This is an optimization exercise on Yosys and OpenROAD, whose aim is small area, a short achievable clock period and few clock cycles, not a production implementation. The RTL was checked by simulation tests, not by an equivalence proof against the original design.

==> flow/design.v (outline; a module is shown in full before it is edited, if it fits) <==
// module MyDesign: 1027 lines
module MyDesign (
  input   wire dut_run,
  output  reg  dut_busy,
  input   wire reset_b,
  input   wire clk,
  output wire        input_sram_write_enable,
  output wire [11:0] input_sram_write_addresss,
  output wire [15:0] input_sram_write_data,
  output reg  [11:0] input_sram_read_address,
  input  wire [15:0] input_sram_read_data,
  output reg         output_sram_write_enable,
  output reg  [11:0] output_sram_write_addresss,
  output reg  [15:0] output_sram_write_data,
  output wire [11:0] output_sram_read_address,
  input  wire [15:0] output_sram_read_data,
  output reg         scratchpad_sram_write_enable,
  output wire [11:0] scratchpad_sram_write_addresss,
  output wire [15:0] scratchpad_sram_write_data,
  output wire [11:0] scratchpad_sram_read_address,
  input  wire [15:0] scratchpad_sram_read_data,
  output wire        weights_sram_write_enable,
  output wire [11:0] weights_sram_write_addresss,
  output wire [15:0] weights_sram_write_data,
  output wire [11:0] weights_sram_read_address,
  input  wire [15:0] weights_sram_read_data
);
  // ...
==> flow/flow/run.sh <==
#!/bin/bash
# Standard layout, with one netlist pass between synthesis and floorplan:
# flow/polarity.py removes inverters between full adders (a full adder is
# self-dual, so it can take its inputs in the other polarity). Registers and
# all other logic stay as the standard synthesis made them.
set -uo pipefail
W=$PWD
R=$W/orfs/results/$FLOW_PLATFORM/MyDesign/base
LIB=$FLOW_HOME/platforms/$FLOW_PLATFORM/lib/sky130_fd_sc_hd__tt_025C_1v80.lib

bash standard.sh synth > $W/synth.log 2>&1 || { echo "synthesis failed"; exit 1; }

cp $R/1_2_yosys.v $W/1_2_yosys.standard.v
if python3 flow/polarity.py $W/1_2_yosys.standard.v $W/1_2_yosys.polarity.v "$LIB" > $W/polarity.log 2>&1; then
  # the synthesis netlist is now newer than 1_synth.odb: make rebuilds it
  cp $W/1_2_yosys.polarity.v $R/1_2_yosys.v
  echo "polarity pass applied"
else
  echo "polarity pass failed, keeping the standard netlist"
fi

bash standard.sh finish > $W/finish.log 2>&1 || { echo "layout failed"; exit 1; }
==> flow/flow/polarity.py <==
#!/usr/bin/env python3
"""Removes inverters between full adders in a mapped sky130 netlist.

A full adder is self-dual: FA(~a, ~b, ~c) = (~cout, ~sum). Each full adder may
therefore be flipped (its inputs taken in the other polarity, its outputs then
carrying the complements), and each xor2/xnor2 gate may be swapped for the
other. This picks flips that need fewest inverters, then rewires the netlist:
every inverter is replaced by at most one inverter per signal that some pin
needs in the other polarity. Registers, ports and all other cells are kept.

usage: polarity.py IN.v OUT.v LIBERTY
"""
import re, sys, random, collections

src, dst, lib = sys.argv[1], sys.argv[2], sys.argv[3]

# pin directions from the liberty file
outpins = collections.defaultdict(set)
cell = None
pin = None
for line in open(lib):
    m = re.match(r'\s*cell\s*\(\s*"?([\w]+)"?\s*\)', line)
    if m:
        cell = m.group(1); continue
    m = re.match(r'\s*pin\s*\(\s*"?([\w]+)"?\s*\)', line)
    if m:
        pin = m.group(1); continue
    m = re.match(r'\s*direction\s*:\s*"?(\w+)"?', line)
    if m and cell and pin:
        if m.group(1) == 'output':
            outpins[cell].add(pin)

text = open(src).read()
mod_start = text.index('module ')
body_start = text.index(');', mod_start) + 2
end = text.rindex('endmodule')
header = text[:body_start]
body = text[body_start:end]

inst_re = re.compile(r'((?:\s*\(\*[^*]*\*\))*)\s*(sky130_fd_sc_hd__\w+)\s+(\S+)\s*\((.*?)\);', re.S)
pin_re = re.compile(r'\.(\w+)\(\s*([^()]*?)\s*\)')

decls = []
cells = []
pos = 0
for m in inst_re.finditer(body):
    decls.append(body[pos:m.start()])
    pos = m.end()
    attrs, typ, name, pins = m.group(1), m.group(2), m.group(3), m.group(4)
    cells.append({'attrs': attrs, 'type': typ, 'name': name,
                  'pins': [(p, n) for p, n in pin_re.findall(pins)]})
decls.append(body[pos:])
decl_text = ''.join(decls)
assert 'assign' not in decl_text, 'assign statements not handled'

ports = set()
for m in re.finditer(r'^\s*(input|output)\s+(?:\[(\d+):(\d+)\]\s+)?(\S+);', header + decl_text, re.M):
    d, hi, lo, nm = m.groups()
    if hi is None:
        ports.add(nm)
    else:
        for i in range(int(lo), int(hi) + 1):
            ports.add('%s[%d]' % (nm, i))

def is_inv(c):
    return re.match(r'sky130_fd_sc_hd__(clk)?inv_\d+$', c['type']) is not None
def is_fa(c):
    return c['type'].startswith('sky130_fd_sc_hd__fa_')
def is_x(c):
    return re.match(r'sky130_fd_sc_hd__x(n)?or2_\d+$', c['type']) is not None

driver = {}
for c in cells:
    for p, n in c['pins']:
        if p in outpins[c['type']]:
            driver[n] = (c, p)

def lit(n):
    par = 0
    while n in driver and is_inv(driver[n][0]) and n not in ports:
        c = driver[n][0]
        n = dict(c['pins'])['A']
        par ^= 1
    # a port driven by an inverter stays as it is: treat the port as a base
    return n, par

# flippable drivers: full adders and xor/xnor gates, unless they drive a port
flip = {}
for c in cells:
    if is_fa(c) or is_x(c):
        outs = [n for p, n in c['pins'] if p in outpins[c['type']]]
        flip[c['name']] = 0 if not any(n in ports for n in outs) else None

def avail(base):
    d = driver.get(base)
    if d is None:
        return 0
    f = flip.get(d[0]['name'])
    return f if f else 0

# requirements: (cell, pin) -> (base, parity required before flips)
req = []
for c in cells:
    if is_inv(c):
        continue
    for p, n in c['pins']:
        if p in outpins[c['type']]:
            continue
        if re.match(r"\d+'", n) or n == '':
            continue
        b, par = lit(n)
        req.append((c, p, b, par))
# inverters that drive ports are kept: their input is a requirement
keep_inv = [c for c in cells if is_inv(c) and dict(c['pins'])['Y'] in ports]
for c in keep_inv:
    b, par = lit(dict(c['pins'])['A'])
    req.append((c, 'A', b, par))

def need(c, par):
    if is_fa(c) and flip.get(c['name']):
        return par ^ 1
    return par

def cost():
    s = set()
    for c, p, b, par in req:
        q = need(c, par)
        if q != avail(b):
            s.add(b)
    return len(s)

# local search over FA flips and xor swaps
by_cell = collections.defaultdict(list)
by_base = collections.defaultdict(list)
for r in req:
    by_cell[r[0]['name']].append(r)
    by_base[r[2]].append(r)
outs_of = {c['name']: [n for p, n in c['pins'] if p in outpins[c['type']]] for c in cells}

def local(name):
    # requirements touched by flipping `name`: its own inputs (FA) and users of its outputs
    bases = set()
    for r in by_cell[name]:
        bases.add(r[2])
    for n in outs_of[name]:
        bases.add(n)
    tot = 0
    for b in bases:
        a = avail(b)
        if any(need(c, par) != a for c, p, bb, par in by_base[b]):
            tot += 1
    return tot

cands = [n for n, f in flip.items() if f is not None]
before = cost()
random.seed(1)
for it in range(20):
    changed = 0
    random.shuffle(cands)
    for n in cands:
        c0 = local(n)
        flip[n] ^= 1
        c1 = local(n)
        if c1 < c0:
            changed += 1
        else:
            flip[n] ^= 1
    if not changed:
        break
after = cost()
ninv = sum(1 for c in cells if is_inv(c))
sys.stderr.write('inverters: %d before, %d needed after (%d kept on ports); flips %d\n'
                 % (ninv, after, len(keep_inv), sum(1 for f in flip.values() if f)))

# rewrite
newinv = {}
extra = []
def net_for(b, q):
    if q == avail(b):
        return b
    if b not in newinv:
        k = len(newinv)
        y = 'polinv_%d_y' % k
        newinv[b] = y
        extra.append((k, b, y))
    return newinv[b]

out_cells = []
for c in cells:
    if is_inv(c) and c not in keep_inv:
        continue
    if is_x(c) and flip.get(c['name']):
        t = c['type']
        if '__xor2_' in t:
            c['type'] = t.replace('__xor2_', '__xnor2_')
            c['rename'] = {'X': 'Y'}
        else:
            c['type'] = t.replace('__xnor2_', '__xor2_')
            c['rename'] = {'Y': 'X'}
    out_cells.append(c)
pinmap = {}
for c, p, b, par in req:
    pinmap[(c['name'], p)] = net_for(b, need(c, par))

lines = [header, decl_text.rstrip('\n') + '\n']
for k, b, y in extra:
    lines.append('  wire %s;\n' % y)
for c in out_cells:
    ps = []
    for p, n in c['pins']:
        n2 = pinmap.get((c['name'], p), n)
        ps.append('    .%s(%s%s)' % (c.get('rename', {}).get(p, p), n2, ' ' if n2.startswith('\\') else ''))
    lines.append('%s\n  %s %s (\n%s\n  );\n' % (c['attrs'], c['type'], c['name'], ',\n'.join(ps)))
for k, b, y in extra:
    lines.append('  sky130_fd_sc_hd__inv_1 polinv_%d (\n    .A(%s%s),\n    .Y(%s)\n  );\n' % (k, b, ' ' if b.startswith('\\') else '', y))
lines.append('endmodule\n')
open(dst, 'w').write(''.join(lines))
if len(sys.argv) > 4:
    st = collections.Counter()
    for c, p, b, par in req:
        if need(c, par) != avail(b):
            d = driver.get(b)
            dt = d[0]['type'].split('__')[1] + '.' + d[1] if d else 'port'
            st[(dt, c['type'].split('__')[1], 'flippable' if flip.get(d[0]['name'] if d else '') is not None else 'fixed')] += 1
    for k, v in st.most_common(25):
        sys.stderr.write('%s %d\n' % (k, v))
==> flow/standard.sh <==
#!/bin/bash
# synth_recipe.tcl (not shown) runs the flow's synth.tcl, then flattens the netlist and writes it again
# the make line also repeats each setting of config.mk as NAME=value (left out here)
make -C /OpenROAD-flow-scripts/flow DESIGN_CONFIG=/design/flow/config.mk WORK_HOME=/design/flow/orfs CLKGATE_MAP_FILE= SYNTH_SCRIPT=/design/flow/synth_recipe.tcl "${@:-finish}"
==> flow/config.mk <==
export PLATFORM = sky130hd
export DESIGN_NAME = MyDesign
export DESIGN_NICKNAME = MyDesign
export VERILOG_FILES = /design/flow/design.v
export SDC_FILE = /design/flow/constraint.sdc
export NUM_CORES = 4
export LEC_CHECK = 0
export ABC_AREA = 1
export CAP_MARGIN = 50
export CORE_MARGIN = 2
export CORE_UTILIZATION = 60
export CTS_BUF_LIST = sky130_fd_sc_hd__clkbuf_8
export SLEW_MARGIN = 70
==> flow/constraint.sdc <==
create_clock -name core_clock -period 10.0 [get_ports {clk}]
set_input_delay 2.0000 -clock core_clock [delete_from_list [all_inputs] [get_ports {clk}]]
set_output_delay 2.0000 -clock core_clock [all_outputs]
set_load 0.01 [all_outputs]
==> run summary, run 1 <==
Outcome
The run finished with no timing, DRC or antenna violations.

Clocking
Clock-pin slew was measured on the worst setup and hold paths at 60 ps. The post-CTS resize count is 0.

Synthesis
The area of the mapped netlist is 44,800 um2. The mean instance size in the synthesized netlist is 9.94 um2. For this run, the number of Yosys warnings is 1. The number of standard cells after synthesis is 4,510.

GRT
The global-route track usage on met2 is 53.9%. The total overflow left after global routing is 0. The initial antenna violation count is 2.

The met3 demand-to-capacity share in global routing is 13.3%. The number of global-route vias before repair is 34,200.

Floorplanning
The effective utilization at floorplan is 60.4%. The floorplan step set the die height to 277 um. From left edge to right edge, the die measures 277 um.

Drt
The top routing layer in use is met4. After detailed routing, the met3 layer carries 21,100 um of wire. After detailed routing, the average wire length per cell comes to 26.2 um.

Job
The max-cap check violation count is 0.

Place
The placement-stage worst setup slack is 5780 ps. In this run, placement finished with an instance count of 5,469. The final HPWL from detailed placement is 116,000 um.

Final layout
The number of fill cells is 6,070. Summing all multi-input logic gate instances after layout gives 28,500 um2.

Setup path
The worst setup path is of the flip-flop to primary output kind. The endpoint of the most critical setup path is input_sram_read_address[5].

Timing
The worst pin sits at a relative slew slack of 65.9%.
Testbench counts, summed over its fixed seeds: cycles 34,034.
==> run 2: changes to the inputs <==
--- a/flow/design.v
+++ b/flow/design.v
@@ -40,83 +40,106 @@
   reg  [3:0] nh;            
   wire [4:0] hN = {nh, 1'b0};           
   wire [3:0] hNm1 = hN[3:0] - 4'd1;     
   wire       wlast = (w == hNm1);
   wire       slast = (s == hNm1);
   wire       endword = (input_sram_read_data == 16'hffff);
   reg        isend;         
   wire       stop = isend;
-  wire       start = (mode == M_IDLE) & dut_run & ~dut_busy;
-  assign scratchpad_sram_read_address = {7'd0, phi, w};
+  wire       start = (mode == M_IDLE) & dut_run & idle;
   wire dv0  = (mode == M_PRE & ~stop) | (mode == M_STRIP);
   wire cv0  = (mode == M_STRIP) & phi & (w != 4'd0);
   wire lst0 = (mode == M_STRIP) & phi & wlast & slast;
+  reg [1:0] mode_nx;
+  reg first_nx, isend_nx, phi_nx;
+  reg [3:0] w_nx, s_nx, nh_nx;
+  reg [11:0] ia_nx;
+  reg [11:0] ian;           
+  wire [11:0] ia = ~ian;
+  reg [4:0] sran;           
+  assign scratchpad_sram_read_address = {7'd0, sran};
+  always @(*) begin
+    mode_nx = mode; first_nx = first; isend_nx = isend; phi_nx = phi;
+    w_nx = w; s_nx = s; nh_nx = nh; ia_nx = ia;
+    first_nx = 1'b0;
+    isend_nx = first & endword;
+    case (mode)
+      M_IDLE: begin
+        ia_nx = 12'd0;
+        phi_nx = 1'b0; w_nx = 4'd0; s_nx = 4'd0;
+        if (start) mode_nx = M_SIZE;
+      end
+      M_SIZE: begin
+        mode_nx = M_PRE;
+        first_nx = 1'b1;
+        phi_nx = 1'b0; w_nx = 4'd0; s_nx = 4'd0;
+        ia_nx = ia + 12'd1;
+      end
+      M_PRE: begin
+        if (first)
+          nh_nx = input_sram_read_data[5:2];
+        ia_nx = ia + 12'd1;
+        if (stop) begin
+          mode_nx = M_IDLE;
+          ia_nx = 12'd0;
+        end else if (wlast & ~first & ~isend) begin
+          w_nx = 4'd0;
+          phi_nx = ~phi;
+          if (phi) begin
+            mode_nx = M_STRIP;
+            phi_nx = 1'b0;
+            s_nx = 4'd1;
+          end
+        end else
+          w_nx = w + 4'd1;
+      end
+      M_STRIP: begin
+        phi_nx = ~phi;
+        if (~phi)
+          ia_nx = ia + {7'd0, hN};
+        else if (~wlast)
+          ia_nx = ia - {7'd0, hN} + 12'd1;
+        else
+          ia_nx = ia + 12'd1;
+        if (phi) begin
+          w_nx = w + 4'd1;
+          if (wlast) begin
+            w_nx = 4'd0;
+            s_nx = s + 4'd1;
+            if (slast)
+              mode_nx = M_SIZE;
+          end
+        end
+      end
+    endcase
+  end
   always @(posedge clk) begin
     if (~reset_b) begin
       mode <= M_IDLE;
       first <= 1'b0;
       isend <= 1'b0;
       phi <= 1'b0;
       w <= 4'd0;
       s <= 4'd0;
       nh <= 4'b0001;
       input_sram_read_address <= 12'd0;
+      ian <= 12'hfff;
+      sran <= 5'h1f;
     end else begin
-      first <= 1'b0;
-      isend <= first & endword;
-      case (mode)
-        M_IDLE: begin
-          input_sram_read_address <= 12'd0;
-          phi <= 1'b0; w <= 4'd0; s <= 4'd0;
-          if (start) mode <= M_SIZE;
-        end
-        M_SIZE: begin
-          mode <= M_PRE;
-          first <= 1'b1;
-          phi <= 1'b0; w <= 4'd0; s <= 4'd0;
-          input_sram_read_address <= input_sram_read_address + 12'd1;
-        end
-        M_PRE: begin
-          if (first)
-            nh <= input_sram_read_data[5:2];
-          input_sram_read_address <= input_sram_read_address + 12'd1;
-          if (stop) begin
-            mode <= M_IDLE;
-            input_sram_read_address <= 12'd0;
-          end else if (wlast & ~first & ~isend) begin
-            w <= 4'd0;
-            phi <= ~phi;
-            if (phi) begin
-              mode <= M_STRIP;
-              phi <= 1'b0;
-              s <= 4'd1;
-            end
-          end else
-            w <= w + 4'd1;
-        end
-        M_STRIP: begin
-          phi <= ~phi;
-          if (~phi)
-            input_sram_read_address <= input_sram_read_address + {7'd0, hN};
-          else if (~wlast)
-            input_sram_read_address <= input_sram_read_address - {7'd0, hN} + 12'd1;
-          else
-            input_sram_read_address <= input_sram_read_address + 12'd1;
-          if (phi) begin
-            w <= w + 4'd1;
-            if (wlast) begin
-              w <= 4'd0;
-              s <= s + 4'd1;
-              if (slast)
-                mode <= M_SIZE;
-            end
-          end
-        end
-      endcase
+      mode <= mode_nx;
+      first <= first_nx;
+      isend <= isend_nx;
+      phi <= phi_nx;
+      w <= w_nx;
+      s <= s_nx;
+      nh <= nh_nx;
+      input_sram_read_address <= ia_nx;
+      ian <= ~ia_nx;
+      sran <= ~{phi_nx, w_nx};
     end
   end
   reg [5:0] kld;
   reg [2:0] waddr;
   reg [9:0] cacc;           
   reg [15:0] kw;            
   reg [5:0] kacc;
   assign weights_sram_read_address = {9'd0, waddr};
@@ -183,17 +206,17 @@
       dv1 <= dv0;
       pvd <= {pvd[3:0], cv0};
       lstd <= {lstd[3:0], lst0};
       ed <= {ed[1:0], stop};
       scratchpad_sram_write_enable <= dv1;
     end
     phi1 <= phi; w1 <= w;
     ph2n <= ~phi1;            
-    wa2 <= {phi1, w1};
+    wa2 <= ~{phi1, w1};
   end
   assign scratchpad_sram_write_addresss = {7'd0, wa2};
   reg [15:0] ri1, ri2, rs1, rs2;
   always @(posedge clk) begin
     ri1 <= input_sram_read_data; ri2 <= ri1;
     rs1 <= scratchpad_sram_read_data; rs2 <= rs1;
   end
   assign scratchpad_sram_write_data = ri1;
@@ -989,39 +1012,48 @@
   wire [6:0] qe_r = se_r[18] ? 7'd0 : (|se_r[17:7]) ? 7'd127 : se_r[6:0];
   wire [6:0] qo_r = so_r[18] ? 7'd0 : (|so_r[17:7]) ? 7'd127 : so_r[6:0];
   reg  [6:0] mo;
   always @(posedge clk) mo <= (qe_r > qo_r) ? qe_r : qo_r;
   wire ab = qe_r > qo_r, am = qe_r > mo, bm = qo_r > mo;
   wire [6:0] pooled = (ab & am) ? qe_r : (~ab & bm) ? qo_r : mo;
   reg have;
   reg [6:0] held;
+  reg idle;                 
+  reg [11:0] oan;           
+  wire [11:0] oa_inc = ~oan + 12'd1;
   always @(posedge clk)
     output_sram_write_data <= have ? {1'b0, held, 1'b0, pooled} : {1'b0, pooled, 8'h00};
   always @(posedge clk) begin
     if (~reset_b) begin
       have <= 1'b0;
       output_sram_write_enable <= 1'b0;
       output_sram_write_addresss <= 12'hfff;
+      oan <= 12'h000;
       dut_busy <= 1'b0;
+      idle <= 1'b1;
     end else begin
       output_sram_write_enable <= 1'b0;
-      if (~dut_busy)
+      if (idle) begin
         output_sram_write_addresss <= 12'hfff;
+        oan <= 12'h000;
+      end
       if (pvd[4]) begin
         if (have) begin
           output_sram_write_enable <= 1'b1;
-          output_sram_write_addresss <= output_sram_write_addresss + 12'd1;
+          output_sram_write_addresss <= oa_inc;
+          oan <= ~oa_inc;
           have <= 1'b0;
         end else if (lstd[4]) begin
           output_sram_write_enable <= 1'b1;
-          output_sram_write_addresss <= output_sram_write_addresss + 12'd1;
+          output_sram_write_addresss <= oa_inc;
+          oan <= ~oa_inc;
         end else begin
           held <= pooled;
           have <= 1'b1;
         end
       end
-      if (~dut_busy) have <= 1'b0;
-      if (start) dut_busy <= 1'b1;
-      if (ed[2]) dut_busy <= 1'b0;
+      if (idle) have <= 1'b0;
+      if (start) begin dut_busy <= 1'b1; idle <= 1'b0; end
+      if (ed[2]) begin dut_busy <= 1'b0; idle <= 1'b1; end
     end
   end
 endmodule
--- a/flow/flow/polarity.py
+++ b/flow/flow/polarity.py
@@ -95,20 +95,26 @@
     d = driver.get(base)
     if d is None:
         return 0
     f = flip.get(d[0]['name'])
     return f if f else 0
 
 # requirements: (cell, pin) -> (base, parity required before flips)
 req = []
+xin = []   # inputs of xor/xnor gates: any polarity will do (the gate type absorbs it)
 for c in cells:
     if is_inv(c):
         continue
     for p, n in c['pins']:
+        if is_x(c) and p not in outpins[c['type']]:
+            if not (re.match(r"\d+'", n) or n == ''):
+                b, par = lit(n)
+                xin.append((c, p, b, par))
+            continue
         if p in outpins[c['type']]:
             continue
         if re.match(r"\d+'", n) or n == '':
             continue
         b, par = lit(n)
         req.append((c, p, b, par))
 # inverters that drive ports are kept: their input is a requirement
 keep_inv = [c for c in cells if is_inv(c) and dict(c['pins'])['Y'] in ports]
@@ -149,29 +155,42 @@
         a = avail(b)
         if any(need(c, par) != a for c, p, bb, par in by_base[b]):
             tot += 1
     return tot
 
 cands = [n for n, f in flip.items() if f is not None]
 before = cost()
 random.seed(1)
-for it in range(20):
-    changed = 0
-    random.shuffle(cands)
-    for n in cands:
-        c0 = local(n)
+def descend():
+    for it in range(50):
+        changed = 0
+        random.shuffle(cands)
+        for n in cands:
+            c0 = local(n)
+            flip[n] ^= 1
+            c1 = local(n)
+            if c1 < c0 or (c1 == c0 and random.random() < 0.3):
+                changed += c1 < c0
+            else:
+                flip[n] ^= 1
+        if not changed:
+            break
+descend()
+best = cost(); best_flip = dict(flip)
+for rnd in range(30):
+    # perturb: flip a few random adders and descend again
+    for n in random.sample(cands, max(1, len(cands) // 20)):
         flip[n] ^= 1
-        c1 = local(n)
-        if c1 < c0:
-            changed += 1
-        else:
-            flip[n] ^= 1
-    if not changed:
-        break
+    descend()
+    c = cost()
+    if c < best:
+        best = c; best_flip = dict(flip)
+    else:
+        flip.clear(); flip.update(best_flip)
 after = cost()
 ninv = sum(1 for c in cells if is_inv(c))
 sys.stderr.write('inverters: %d before, %d needed after (%d kept on ports); flips %d\n'
                  % (ninv, after, len(keep_inv), sum(1 for f in flip.values() if f)))
 
 # rewrite
 newinv = {}
 extra = []
@@ -181,29 +200,37 @@
     if b not in newinv:
         k = len(newinv)
         y = 'polinv_%d_y' % k
         newinv[b] = y
         extra.append((k, b, y))
     return newinv[b]
 
 out_cells = []
+pinmap = {}
+xin_by_cell = collections.defaultdict(list)
+for r in xin:
+    xin_by_cell[r[0]['name']].append(r)
 for c in cells:
     if is_inv(c) and c not in keep_inv:
         continue
-    if is_x(c) and flip.get(c['name']):
+    if is_x(c):
+        dev = flip.get(c['name']) or 0
+        for cc, p, b, par in xin_by_cell.get(c['name'], []):
+            dev ^= avail(b) ^ par
+            pinmap[(c['name'], p)] = b
         t = c['type']
-        if '__xor2_' in t:
-            c['type'] = t.replace('__xor2_', '__xnor2_')
-            c['rename'] = {'X': 'Y'}
-        else:
-            c['type'] = t.replace('__xnor2_', '__xor2_')
-            c['rename'] = {'Y': 'X'}
+        if dev:
+            if '__xor2_' in t:
+                c['type'] = t.replace('__xor2_', '__xnor2_')
+                c['rename'] = {'X': 'Y'}
+            else:
+                c['type'] = t.replace('__xnor2_', '__xor2_')
+                c['rename'] = {'Y': 'X'}
     out_cells.append(c)
-pinmap = {}
 for c, p, b, par in req:
     pinmap[(c['name'], p)] = net_for(b, need(c, par))
 
 lines = [header, decl_text.rstrip('\n') + '\n']
 for k, b, y in extra:
     lines.append('  wire %s;\n' % y)
 for c in out_cells:
     ps = []
==> run 2 against run 1 <==
Net effect: still clean; hold slack better by 23 ps; core utilization rose by 0.22 points; critical path type is now flip-flop to flip-flop; critical endpoint is now so_r[14]; largest cell class unchanged.
==> run summary, run 2 <==
Outcome
The flow ran to the end and the layout has no timing, DRC or antenna violations.

Timing
The slew at the pin closest to its max-slew limit is 499 ps. Adding up every negative setup slack in the final design gives 0 ps. The number of slew-limit violations in the final report is 0.

The count of final hold-check violations is 0. The tightest hold path in the finished design has a slack of 348 ps. For this run, the top clock speed supported by timing is 249 MHz.

Setup slack on the critical path of the routed design comes to 5990 ps. The count of final setup violators is 0. The normalized max-slew margin is 66.7% (+0.77 points). Setup repair after global routing left no endpoint under its margin.

The setup clock skew after layout is 70.4 ps. The ratio of final minimum period to clock period is 40.1%. The minimum clock period is 4010 ps.

GRT
The number of global-route vias before repair is 33,900 (-0.76%). The most used routing layer is met1. The initial antenna violation count came to 3 (+1).

The total overflow reported by the global router was 0 (unchanged). For this run, global-route usage on met1 was measured as 54.1%. The largest net degree at the start of global routing is 44.

In the global route stage, overall resource usage came out at 38.3%. The met3 demand-to-capacity share in global routing was 17.0% (+3.7 points). The global-route track usage on met2 came to 50.9% (-3.0 points).

The first global-routing pass estimated 218,000 um of wire.

Clocking
The TritonCTS clock tree is yes. The maximum buffer depth of the clock tree is 3. The clock transition at the registers of the reported paths is 60 ps (about the same). The latest clock arrival within the worst-skew pair is 780 ps. The clock buffer count from CTS is 100.

Once the clock tree was built, the setup fixing pass inserted 0 buffers. The total number of H-tree levels is 3. Clock tree synthesis selected as its root buffer the cell clkbuf_8. The number of buffers added to fix hold violations after cts is 0. The post-CTS resize count was 0 (unchanged). The tree built by TritonCTS fans out to 603 sinks.

Drt
The final routed wirelength across all metal layers is 149,000 um. The via count normalized by instance count is 6.10. The first-pass detailed-route iteration total is 8.

The post-route DRC violation count is 0. The routed length per placed instance is 25.9 um (-1.0%). Across all layers, the routed design uses 35,000 vias. Once detail routing completed, the nets flagged for antenna violations numbered 0.

For this block, the initial DRC count from the detailed router was 4,834.

Floorplanning
The region available for standard cell placement spans 75,600 um2. The width of the die was 279 um (+0.78%). The floorplan die height was 279 um (+0.78%).

The standard-cell row count is 101. The area enclosed by the die boundary is 78,100 um2. The number of primary I/O pins is 232. The effective utilization at floorplan came to 60.2% (-0.16 points).

Setup path
The depth of the worst register-to-register path is 12. Walking the worst path, the cells encountered are fa_1, fa_1, fa_1, fa_1, ha_1, a21oi_1, a21boi_0, o211ai_1, clkbuf_1, nand2_1, nand2_1, xor2_1. Of all nets on the critical path, the largest fanout is 4. The critical path class is flip-flop to flip-flop. The arrival time at the worst endpoint is 4610 ps. The data required time at the worst endpoint is 10,600 ps. The launching element type of the critical path is a flip-flop. In this design, the stage delay of the slowest critical-path cell is 570 ps. In this run the register-to-register setup slack is 5990 ps. The worst setup path is captured at a flip-flop. On the critical path, the stage with the largest delay is an instance of fa_1. Counting stages on the worst path, the most repeated cell is fa_1.

Place
The final HPWL from detailed placement was 114,000 um (-1.6%). In this run the tool buffered the top-level ports with 120 buffer cells. The placement-stage worst setup slack is 6070 ps (+290 ps).

The number of cells in the design after placement came to 5,547 (+1.4%). At the end of routability-driven placement, the weighted congestion stood at 1.00.

Final layout
The layout net count is 5,472. The library cells used most frequently in the layout, excluding fill and tap cells, are fa_1, xor2_1, o22ai_1. Of the cells placed in the final design, the portion with a size suffix greater than 1 is 12.0%.

The largest registers in the layout are se_r (19), so_r (19). The count of non-filler cells in the finished layout is 5,737. The commonest non-fill, non-tap cell in the layout is fa_1. The signed area change from the synthesized netlist to the final layout is 10.2%.

Worst hold path
Along the worst hold path, the cell count comes to 0. The worst hold path belongs to the class flip-flop to flip-flop.

Synthesis
The number of standard cells after synthesis is 4,580 (+1.6%). The area of the mapped netlist is 45,500 um2 (+1.6%). The yosys synthesis warning count is 1 (unchanged). The mean instance size in the synthesized netlist was 9.94 um2 (about the same).

Job
The max-cap check violation count was 0 (unchanged).
==> run 2: per-stage QoR <==
| stage | cell area, um2 | util (%) |
|---|---|---|
| final | 50200 | 66.4 |
| after global routing | 50200 | 66.4 |
| after CTS | 49900 | 66.1 |
| after detailed placement | 47800 | 63.2 |
| after global placement | 46400 | 61.4 |
| after floorplan | 45900 | - |
==> run 2: critical path: cells and delay by family (launching register included) <==
family | cells | cell delay [ps]
xor+xnor | 1 | 150
buf+inv | 1 | 170
fa+ha+maj | 5 | 2330
simple gates | 2 | 110
flops | 1 | 320
compound gates | 3 | 820
==> run 2: layer usage <==
layer	vias up	wire length, um
li1	15000	-
met1	16800	58800
met3	385	24800
met4	4	7500
met2	2850	57500
met5	-	36
==> run 2: layout make-up <==
cell class	instances	area, um2
inverters	432	1620
fillers	6185	25400
clock inverters	59	452
clock buffers	124	1710
repair buffers	383	2870
multi-input cells	3156	28700
well taps	978	1220
diodes	2	5.00
flip-flops and latches	603	13500
==> run 2: final timing paths <==
kind                start  endpoint
setup / recovery  uo_r9_0  so_r[14]
hold / removal     rs1[0]    rs2[0]
setup reg to reg  uo_r9_0  so_r[14]
hold reg to reg    rs1[0]    rs2[0]
Testbench counts of run 2, summed over its fixed seeds: cycles 34,034.

==> afterwards: timing with drivers on the ports <==
The results above use ideal ports. As a check the final layouts listed here were re-extracted and re-timed, cells and wires unchanged. Step 1 assumes that a clkbuf_16 drives the clock port and a buf_2 every other input. Step 2 adds t to the input delays and takes it off the output delays; t is the mean of the earliest and latest rising clock arrival at the registers after step 1. Input paths then give back, and output paths get back, about the clock's delay inside the block. Slacks: no drivers / after step 1 / after step 2; pairs: no drivers / after step 1.
run | t (ns) | setup WS [ns] | clock arrival spread, ns | worst register clock-pin slew, ns | pins driven straight from the clock port
run 1 | 0.828 | 6.086 / 6.016 / 5.870 | 0.077 / 0.078 | 0.09 / 0.09 | 1
run 2 | 0.805 | 5.986 / 5.972 / 5.986 | 0.072 / 0.072 | 0.07 / 0.07 | 1
After both steps setup and hold are still met in every run listed. The setup slack of run 1, which loses most, moves by -0.070 ns with the drivers and by -0.216 ns with both steps.
